From an optimization exercise on the open Yosys and OpenROAD flow, aimed at small area; shortcuts taken in it are not production practice. Function was checked by simulation only, so behaviour that the tests miss may differ from the original. No activity file was given, so power comes from the tool's default toggle rates.

## old
==> module fix_parser, before the edit <==
module fix_parser (
    input        clk,
    input        rst,
    input  [7:0] data_in,
    output       msg_complete,
    output       tag_valid,
    output       tag_first,
    output       value_valid,
    output       value_first
);
localparam IDLE    = 3'b000;
localparam TAG     = 3'b100;
localparam EQUAL   = 3'b101;
localparam VALUE   = 3'b111;
localparam CONTROL = 3'b110;
localparam DONE    = 3'b010;
localparam RESET       = 3'b000;
localparam BEGINSTRING = 3'b001;
localparam BODY_LENGTH = 3'b011;
localparam BODY        = 3'b010;
localparam CHECKSUM    = 3'b110;
reg [2:0] c_state, n_state;
reg [2:0] c_s, n_s;
reg [7:0] LENGTH [0:4];
reg body_length_done;
wire body_length_value_en = (c_s == BODY_LENGTH) & (n_state == VALUE);
reg [16:0] body_length_value;
wire [7:0]  new_digit = data_in - 8'h30;
wire [16:0] L4w = {9'd0, LENGTH[4]};
wire [16:0] L4n = ~L4w;
wire [16:0] pushed_value = (body_length_value << 3) + (body_length_value << 1) + {9'd0, new_digit}
                         + (L4n << 16) + (L4n << 15) + (L4n << 10) + (L4n << 9) + (L4n << 7) + (L4n << 5)
                         + 17'h186a0;
assign tag_valid    = (n_state == TAG);
assign tag_first    = tag_valid & (c_state != TAG);
assign value_valid  = (n_state == VALUE);
assign value_first  = (c_state == EQUAL);
assign msg_complete = (c_state == DONE);
wire length_keep = (c_s == BODY_LENGTH) | (c_s == BODY);
wire length_hold = length_keep & ~body_length_value_en;
wire [39:0] length_q = {LENGTH[4], LENGTH[3], LENGTH[2], LENGTH[1], LENGTH[0]};
wire [39:0] length_shift = {LENGTH[3], LENGTH[2], LENGTH[1], LENGTH[0], data_in - 8'h30};
wire [39:0] length_d = (length_shift & {40{body_length_value_en}}) | (length_q & {40{length_hold}});
always @(posedge clk) begin
    body_length_value <= body_length_value_en ? pushed_value : (length_keep ? body_length_value : 17'd0);
    LENGTH[0] <= length_d[7:0];
    LENGTH[1] <= length_d[15:8];
    LENGTH[2] <= length_d[23:16];
    LENGTH[3] <= length_d[31:24];
    LENGTH[4] <= length_d[39:32];
end
reg [16:0] count_m1;
always @(posedge clk) begin
    if (count_m1 == body_length_value) begin
        count_m1 <= 17'h1ffff;
        body_length_done <= 1'b1;
    end else begin
        count_m1 <= (c_s == BODY) ? count_m1 + 17'd1 : 17'h1ffff;
        body_length_done <= 1'b0;
    end
end
always @(posedge clk or posedge rst) begin
    if (rst) c_state <= IDLE;
    else c_state <= n_state;
end
always @(*) begin
    n_state = c_state;
    case (c_state)
    IDLE:    if ((n_s == BEGINSTRING) | (n_s == BODY) | (n_s == BODY_LENGTH)) n_state = TAG;
    TAG:     if (data_in == 8'h3d) n_state = EQUAL;
    EQUAL:   n_state = VALUE;
    VALUE:   if (data_in == 8'h01) n_state = (c_s == CHECKSUM) ? DONE : CONTROL;
    CONTROL: n_state = TAG;
    DONE:    n_state = IDLE;
    default: ;
    endcase
end
always @(posedge clk or posedge rst) begin
    if (rst) c_s <= RESET;
    else c_s <= n_s;
end
always @(*) begin
    n_s = c_s;
    case (c_s)
    RESET:       if (data_in == 8'h38) n_s = BEGINSTRING;
    BEGINSTRING: if (data_in == 8'h01) n_s = BODY_LENGTH;
    BODY_LENGTH: if (data_in == 8'h01) n_s = BODY;
    BODY:        if (body_length_done) n_s = CHECKSUM;
    CHECKSUM:    if (data_in == 8'h01) n_s = RESET;
    default: ;
    endcase
end
endmodule
Settings: LEC_CHECK=0, CAP_MARGIN=20, CORE_MARGIN=2, CORE_UTILIZATION=40, CTS_CLUSTER_DIAMETER=100, CTS_CLUSTER_SIZE=25, SLEW_MARGIN=20; clock period 10.0 ns.
standard.sh (not shown) runs the stock make flow with config.mk's settings and CLKGATE_MAP_FILE= SYNTH_SCRIPT=/design/flow/synth_recipe.tcl, a recipe that flattens the netlist after the stock synthesis.
==> flow/flow/run.sh <==
#!/bin/bash
# The standard layout, with every port buffered by the smallest buffer
# (sky130_fd_sc_hd__buf_1) instead of the one buffer_ports picks by default.
set -euo pipefail
bash standard.sh "BUFFER_PORTS_ARGS=-buffer_cell sky130_fd_sc_hd__buf_1" finish > standard_flow.log 2>&1
Here is what was changed in the inputs of new compared with old.
--- a/flow/design.v
+++ b/flow/design.v
@@ -68,13 +68,12 @@
 reg [7:0] LENGTH [0:4];
 reg body_length_done;
 wire body_length_value_en = (c_s == BODY_LENGTH) & (n_state == VALUE);
-reg [16:0] body_length_value;
-wire [7:0]  new_digit = data_in - 8'h30;
-wire [16:0] L4w = {9'd0, LENGTH[4]};
-wire [16:0] L4n = ~L4w;
-wire [16:0] pushed_value = (body_length_value << 3) + (body_length_value << 1) + {9'd0, new_digit}
-                         + (L4n << 16) + (L4n << 15) + (L4n << 10) + (L4n << 9) + (L4n << 7) + (L4n << 5)
-                         + 17'h186a0;
+wire [16:0] L0 = {9'd0, LENGTH[0]}, L1 = {9'd0, LENGTH[1]}, L2 = {9'd0, LENGTH[2]};
+wire [16:0] L3 = {9'd0, LENGTH[3]}, L4 = {9'd0, LENGTH[4]};
+wire [16:0] len_hi = L3 + (L4 << 3) + (L4 << 1);
+wire [16:0] len_hi_n = ~len_hi;
+wire [16:0] body_length_value = L0 + (L1 << 1) + (L1 << 3) + (L2 << 2) + (L2 << 5) + (L2 << 6)
+                              + (len_hi << 10) + (len_hi_n << 4) + (len_hi_n << 3) + 17'd24;
 assign tag_valid    = (n_state == TAG);
 assign tag_first    = tag_valid & (c_state != TAG);
 assign value_valid  = (n_state == VALUE);
@@ -86,7 +85,6 @@
 wire [39:0] length_shift = {LENGTH[3], LENGTH[2], LENGTH[1], LENGTH[0], data_in - 8'h30};
 wire [39:0] length_d = (length_shift & {40{body_length_value_en}}) | (length_q & {40{length_hold}});
 always @(posedge clk) begin
-    body_length_value <= body_length_value_en ? pushed_value : (length_keep ? body_length_value : 17'd0);
     LENGTH[0] <= length_d[7:0];
     LENGTH[1] <= length_d[15:8];
     LENGTH[2] <= length_d[23:16];
==> run notes <==
- Every run (new and old) finished clean.
- new against old; total power is down by more than 10%.
- The logic depth of the worst path, buffers included of new exceeds that of old by 19.
- Between new and old, power per standard cell area is higher for old, new comes in under that.
- Of new and old, it is new that has the lower peak clock frequency supported by timing.
- new: internal power lower than old
- From old to new the numbers moved as follows: design area went up; area added between synthesis and finish went down; maximum single-stage delay on the critical path went down.

## what the ideal ports hide
The flow's constraints put no driver on any port. The routed layouts listed below were extracted and timed again, unchanged, in two steps.
Step 1 assumes that a clkbuf_16 drives the clock port and a buf_2 every other input.
Step 2 times the ports against the registers' clock, not the clock port: input delays grow and output delays shrink by t, the midpoint of the rising clock arrivals with the driver on.
Three values: no drivers, after step 1, after step 2; two values: the first two.
run | shift t [ns] | slack for setup (ns) | slew at the worst register clock pin (ns)
old | 0.603 | 5.065 / 5.012 / 5.207 | 0.10 / 0.10
new | 0.596 | 3.459 / 3.459 / 3.459 | 0.10 / 0.10
After both steps setup and hold are still met in every run listed.
